Context: an optimization exercise on an open-source flow, tuned for small area and a short achievable clock period. The choices shown serve that exercise and are no tape-out recipe. In this exercise RTL edits were held to simulation tests only and were not proved equivalent to the original.

== v9 ==
==> flow/design.v <==
`timescale 1ns / 1ps
module disp_content(clk,
cur_mode, clk_status, hour_check_en, onehz,
main_seconds, sw_timerec,
alr_cur_set, alr_cur_set_mode, alr_music_cur, alr_len_cur, alr_sec_cur,
cd_seconds,
digits, disp_en);
input clk;
input [1:0] cur_mode;
input [1:0] clk_status;
input hour_check_en;
input onehz;
input [16:0] main_seconds;
input [25:0] sw_timerec;
input [1:0] alr_cur_set;
input [1:0] alr_cur_set_mode;
input [1:0] alr_music_cur;
input [1:0] alr_len_cur;
input [16:0] alr_sec_cur;
input [16:0] cd_seconds;
output [31:0] digits;
output [7:0] disp_en;
localparam K = 14;    
function [3:0] fix10;
    input [3:0] a;
    begin
        fix10[3] = a[3] | (a[2] & a[0]) | (a[2] & a[1]);
        fix10[2] = (a[3] & a[0]) | (a[2] & ~a[1] & ~a[0]);
        fix10[1] = (a[3] & ~a[0]) | (~a[2] & a[1]) | (a[1] & a[0]);
        fix10[0] = (a[3] & ~a[0]) | (~a[3] & ~a[2] & a[0]) | (a[2] & a[1] & ~a[0]);
    end
endfunction
function [2:0] fix6;
    input [2:0] a;
    begin
        fix6[2] = a[2] | (a[1] & a[0]);
        fix6[1] = (a[1] & ~a[0]) | (a[2] & a[0]);
        fix6[0] = (~a[2] & ~a[1] & a[0]) | (a[2] & ~a[0]);
    end
endfunction
function [27:0] step;
    input [27:0] s;
    input sw;
    input b;
    reg [3:0] q0, q1, q2, q4, q6, c0, c1, c2, c4, c6;
    reg [2:0] q3, q5, c3, c5;
    reg [1:0] q7;
    begin
        {q7, q6, q5, q4, q3, q2, q1, q0} = s;
        c0 = fix10(q0);
        c1 = sw ? fix10(q1) : {1'b0, fix6(q1[2:0])};
        c2 = fix10(q2);
        c3 = fix6(q3);
        c4 = fix10(q4);
        c5 = sw ? fix6(q5) : q5;
        c6 = fix10(q6);
        q7 = {q7[0], c6[3]};
        q6 = {c6[2:0], c5[2]};
        q5 = {c5[1:0], c4[3]};
        q4 = {c4[2:0], c3[2]};
        q3 = {c3[1:0], c2[3]};
        q2 = {c2[2:0], sw ? c1[3] : c1[2]};
        q1 = sw ? {c1[2:0], c0[3]} : {1'b0, c1[1:0], c0[3]};
        q0 = {c0[2:0], b};
        step = {q7, q6, q5, q4, q3, q2, q1, q0};
    end
endfunction
wire sw = (cur_mode == 2'd1);
wire al = (cur_mode == 2'd2);
reg [23:0] x;
always @(*) begin
    case (cur_mode)
        2'd0: x = {7'd0, main_seconds};
        2'd1: x = sw_timerec[23:0];
        2'd2: x = {7'd0, alr_sec_cur};
        default: x = {7'd0, cd_seconds};
    endcase
end
reg [27:0] sa;
integer i;
always @(*) begin
    sa = 28'd0;
    for (i = 23; i >= 24 - K; i = i - 1)
        sa = step(sa, sw, x[i]);
end
reg [27:0] st;           
reg [23-K:0] xl;         
reg st_sw, st_al;
reg [1:0] a7, a6;        
reg [1:0] len_q, len_d;  
reg en7, en6, en5, en3;
always @(posedge clk) begin
    st <= sa;
    xl <= x[23-K:0];
    st_sw <= sw;
    st_al <= al;
    a7 <= cur_mode == 2'd0 ? {1'b0, hour_check_en} : al ? alr_cur_set : 2'd0;
    a6 <= al ? alr_music_cur : 2'd0;
    len_q <= alr_len_cur;
    len_d <= len_q;
    en7 <= cur_mode == 2'd0 ? ~(clk_status[1] & onehz) : sw | (al & ~(onehz & alr_cur_set_mode == 2'd0));
    en6 <= sw | (al & ~(onehz & alr_cur_set_mode == 2'd1));
    en5 <= ~(al & onehz & alr_cur_set_mode == 2'd2);
    en3 <= ~(al & onehz & alr_cur_set_mode == 2'd3);
end
reg [27:0] sb;
always @(*) begin
    sb = st;
    for (i = 23 - K; i >= 0; i = i - 1)
        sb = step(sb, st_sw, xl[i]);
end
wire [3:0] q0 = sb[3:0];
wire [3:0] q1 = sb[7:4];
wire [3:0] q2 = sb[11:8];
wire [2:0] q3 = sb[14:12];
wire [3:0] q4 = sb[18:15];
wire [2:0] q5 = sb[21:19];
wire [3:0] q6 = sb[25:22];
wire [1:0] q7 = sb[27:26];
wire [1:0] h7 = {q7[1] & ~q6[2], q7[0]};
wire [3:0] h6 = {q6[3], q6[2] & ~q7[1], q6[1:0]};
wire z5 = ~st_sw & q5[1] & q4[2];
wire [2:0] h5 = {q5[2], q5[1] & ~z5, q5[0]};
wire [3:0] h4 = {q4[3], q4[2] & ~z5, q4[1:0]};
wire [2:0] len_t = len_d == 2'd0 ? 3'd1 : len_d == 2'd1 ? 3'd3 : len_d == 2'd2 ? 3'd4 : 3'd6;
wire [3:0] len_u = len_d[0] ? 4'd0 : 4'd5;
wire [1:0] r7 = h7 | a7;
wire [3:0] r6 = h6 | {2'b00, a6};
wire [2:0] r5 = st_al ? len_t : h5;
wire [3:0] r4 = st_al ? len_u : h4;
wire [2:0] r3 = st_al ? h5 : q3;
wire [3:0] r2 = st_al ? h4 : q2;
wire [3:0] r1 = st_al ? {1'b0, q3} : q1;
wire [3:0] r0 = st_al ? q2 : q0;
assign digits = {2'b00, r7, r6, 1'b0, r5, r4, 1'b0, r3, r2, r1, r0};
assign disp_en = {en7, en6, en5, en5, en3, en3, en3, en3};
endmodule
export LEC_CHECK = 0
export CAP_MARGIN = 20
export CORE_MARGIN = 2
export CORE_UTILIZATION = 40
export SLEW_MARGIN = 20
create_clock -name core_clock -period 25.0 [get_ports {clk}]
standard.sh (not shown) runs the stock make flow with config.mk's settings and CLKGATE_MAP_FILE= SYNTH_SCRIPT=/design/flow/synth_recipe.tcl, a recipe that flattens the netlist after the stock synthesis.
==> flow/flow/run.sh <==
#!/bin/bash
# Layout flow: ORFS synthesis without the full/half-adder extraction step
# (so ABC sees all of the logic) and with an area-oriented ABC script;
# every other step is the standard flow.
set -euo pipefail
here=$(pwd)
fdir=$here/flow
# synthesis script: the standard flow's own, with abc calls pointed at our ABC script
{
  echo "proc abc {args} {"
  echo "  set i [lsearch -exact \$args -script]"
  echo "  if {\$i >= 0} { lset args [expr {\$i + 1}] $fdir/abc_deep.script }"
  echo "  yosys abc {*}\$args"
  echo "}"
  cat $here/synth_recipe.tcl
} > $here/my_synth.tcl
# the make command standard.sh runs, with our synthesis script and no adder mapping
cmd=$(grep '^make ' $here/standard.sh | sed -e "s#SYNTH_SCRIPT=[^ ]*#SYNTH_SCRIPT=$here/my_synth.tcl ADDER_MAP_FILE=#" -e 's#"\${@:-finish}"##')
eval "$cmd synth" > $here/synth.log 2>&1
bash $here/standard.sh > $here/layout.log 2>&1
==> flow/flow/abc_deep.script <==
strash
&get -n
&deepsyn -T 40
&put
dch -f
map
topo
stime -c
buffer -c
upsize -c
dnsize -c
The inputs of v22 differ from those of v9 as listed below.
- changing CORE_UTILIZATION from 40 to 55
- setting CTS_BUF_LIST to sky130_fd_sc_hd__clkbuf_4 sky130_fd_sc_hd__clkbuf_8 for the first time
==> flow/flow/run.sh <==
#!/bin/bash
# Layout flow: the standard flow (standard.sh) with three changes:
#  - synthesis skips the full/half-adder extraction step, so ABC sees all
#    of the logic, and maps it with an ABC script of its own;
#  - input and output ports get sky130_fd_sc_hd__buf_1 buffers.
set -euo pipefail
here=$(pwd)
fdir=$here/flow
# synthesis script: the standard flow's own, with abc calls pointed at our ABC script
{
  echo "proc abc {args} {"
  echo "  set i [lsearch -exact \$args -script]"
  echo "  if {\$i >= 0} { lset args [expr {\$i + 1}] $fdir/abc_deep.script }"
  echo "  yosys abc {*}\$args"
  echo "}"
  cat $here/synth_recipe.tcl
} > $here/my_synth.tcl
sed -e "s#SYNTH_SCRIPT=[^ ]*#SYNTH_SCRIPT=$here/my_synth.tcl ADDER_MAP_FILE= 'BUFFER_PORTS_ARGS=-buffer_cell sky130_fd_sc_hd__buf_1'#" \
    $here/standard.sh > $here/my_flow.sh
bash $here/my_flow.sh synth > $here/synth.log 2>&1
bash $here/my_flow.sh > $here/layout.log 2>&1
--- a/flow/flow/abc_deep.script
+++ b/flow/flow/abc_deep.script
@@ -5,3 +5,3 @@
 dch -f
-map
+map -a
 topo
- Number of tap cells inserted: v22 and v9 compared, lower one is v22
- Core util | v22 vs v9 | v22 higher
- v9 fits on a die that is larger than the die of v22.
- Taking v9 as the reference point, the setup slack at placement of v22 falls by 1030 ps.
- Taking v9 as the reference, in v22 summed area of non-filler cells in the final layout now smaller; number of instances in the synthesized netlist now smaller; final RePlAce weighted congestion now smaller.
- The signed area change from the synthesized netlist to the final layout reported for v22 is smaller than that of v9 by 11 points.
- Fmax came out lower on v22 than on v9.
- Setup slack in v22 is smaller than in v9.
Here is what was changed in the inputs of v19 compared with v22.
- CTS_BUF_LIST: sky130_fd_sc_hd__clkbuf_4 sky130_fd_sc_hd__clkbuf_8 -> unset
- CORE_UTILIZATION: 55 -> 40
==> flow/flow/run.sh <==
#!/bin/bash
# Layout flow: ORFS synthesis without the full/half-adder extraction step
# (so ABC sees all of the logic) and with an area-oriented ABC script;
# every other step is the standard flow.
set -euo pipefail
here=$(pwd)
fdir=$here/flow
# synthesis script: the standard flow's own, with abc calls pointed at our ABC script
{
  echo "proc abc {args} {"
  echo "  set i [lsearch -exact \$args -script]"
  echo "  if {\$i >= 0} { lset args [expr {\$i + 1}] $fdir/abc_deep.script }"
  echo "  yosys abc {*}\$args"
  echo "}"
  cat $here/synth_recipe.tcl
} > $here/my_synth.tcl
# the make command standard.sh runs, with our synthesis script and no adder mapping
cmd=$(grep '^make ' $here/standard.sh | sed -e "s#SYNTH_SCRIPT=[^ ]*#SYNTH_SCRIPT=$here/my_synth.tcl ADDER_MAP_FILE=#" -e 's#"\${@:-finish}"##')
eval "$cmd synth" > $here/synth.log 2>&1
bash $here/standard.sh > $here/layout.log 2>&1
## What came out
- On minimum setup slack among reg-to-reg paths, v22 tracks v19 almost exactly.
- Between v19 and v22, the detailed-routed wire length on met3 is higher for v19.
- Number of search-and-repair iterations in the first detailed-routing pass in v19 vs v22: down 2
- v22 → v19: die width went up by 19 µm, post-route worst setup slack went down by 320 ps.
- Worst slew slack as a fraction of its limit on v19 is ahead of v22.
- Compared to v22, v19 has buffering overhead 9.3 points higher.
- Sort v19 and v22 by non-clock buffer count desc -> top: v19
Input-level comparison between v45 and v19:
- swapping 40 for 55 in CORE_UTILIZATION
- putting CTS_BUF_LIST at sky130_fd_sc_hd__clkbuf_4 sky130_fd_sc_hd__clkbuf_8 where nothing was set
==> flow/flow/run.sh <==
#!/bin/bash
# Layout flow: the standard flow (standard.sh) with three changes:
#  - synthesis skips the full/half-adder extraction step, so ABC sees all
#    of the logic, and maps it with an area-oriented ABC script;
#  - input and output ports get sky130_fd_sc_hd__buf_1 buffers.
set -euo pipefail
here=$(pwd)
fdir=$here/flow
# synthesis script: the standard flow's own, with abc calls pointed at our ABC script
{
  echo "proc abc {args} {"
  echo "  set i [lsearch -exact \$args -script]"
  echo "  if {\$i >= 0} { lset args [expr {\$i + 1}] $fdir/abc_deep.script }"
  echo "  yosys abc {*}\$args"
  echo "}"
  cat $here/synth_recipe.tcl
} > $here/my_synth.tcl
sed -e "s#SYNTH_SCRIPT=[^ ]*#SYNTH_SCRIPT=$here/my_synth.tcl ADDER_MAP_FILE= 'BUFFER_PORTS_ARGS=-buffer_cell sky130_fd_sc_hd__buf_1'#" \
    $here/standard.sh > $here/my_flow.sh
bash $here/my_flow.sh synth > $here/synth.log 2>&1
bash $here/my_flow.sh > $here/layout.log 2>&1
==> flow/flow/abc_deep.script <==
strash
&get -n
&deepsyn -T 40
&dch -f
&nf -p -R 1000 -E 100
&put
topo
stime -c
--- outcome ---
On flop and latch count out of synthesis, v45 tracks v19 almost exactly. Going from v19 to v45, upper clock frequency limit shrinks by about 10%. v45 ended up with cur_mode[1] as its launching element of the worst setup path; v19 ended up with st_sw$_DFF_P_. Routed wire length (v45 vs. v19) decreases by more than 10%. Compared with v19, in v45 sequential share of layout area now sits higher; post-placement cell count decreased 22%.

[static timing again, ports no longer ideal]
Ports are ideal in the flow. The routed layouts listed here were re-timed in OpenROAD.
Step 1 assumes that a clkbuf_16 drives the clock port and a buf_2 every other input.
Step 2 also shifts input and output timing later by t, the mid clock arrival at the registers, as if the neighbouring blocks saw the same clock.
a / b / c = ideal ports / drivers / drivers and shift; a / b = the first two.
run	shift t [ns]	slack for setup (ns)	worst setup path at the end	slew at the worst register clock pin (ns)	worst slew at a driven data input, ns
v9	0.336	13.230 / 13.190 / 13.525	register to output	0.08 / 0.08	0.05
v22	0.354	12.310 / 12.281 / 12.635	register to output	0.11 / 0.11	0.04
v19	0.334	11.994 / 11.955 / 12.289	register to output	0.08 / 0.08	0.04
v45	0.350	10.496 / 10.508 / 10.159	input to register	0.11 / 0.11	0.04
After both steps every run listed still meets setup and hold. The setup slack of v45, which loses most, moves by +0.012 ns with the drivers and by -0.337 ns with both steps.
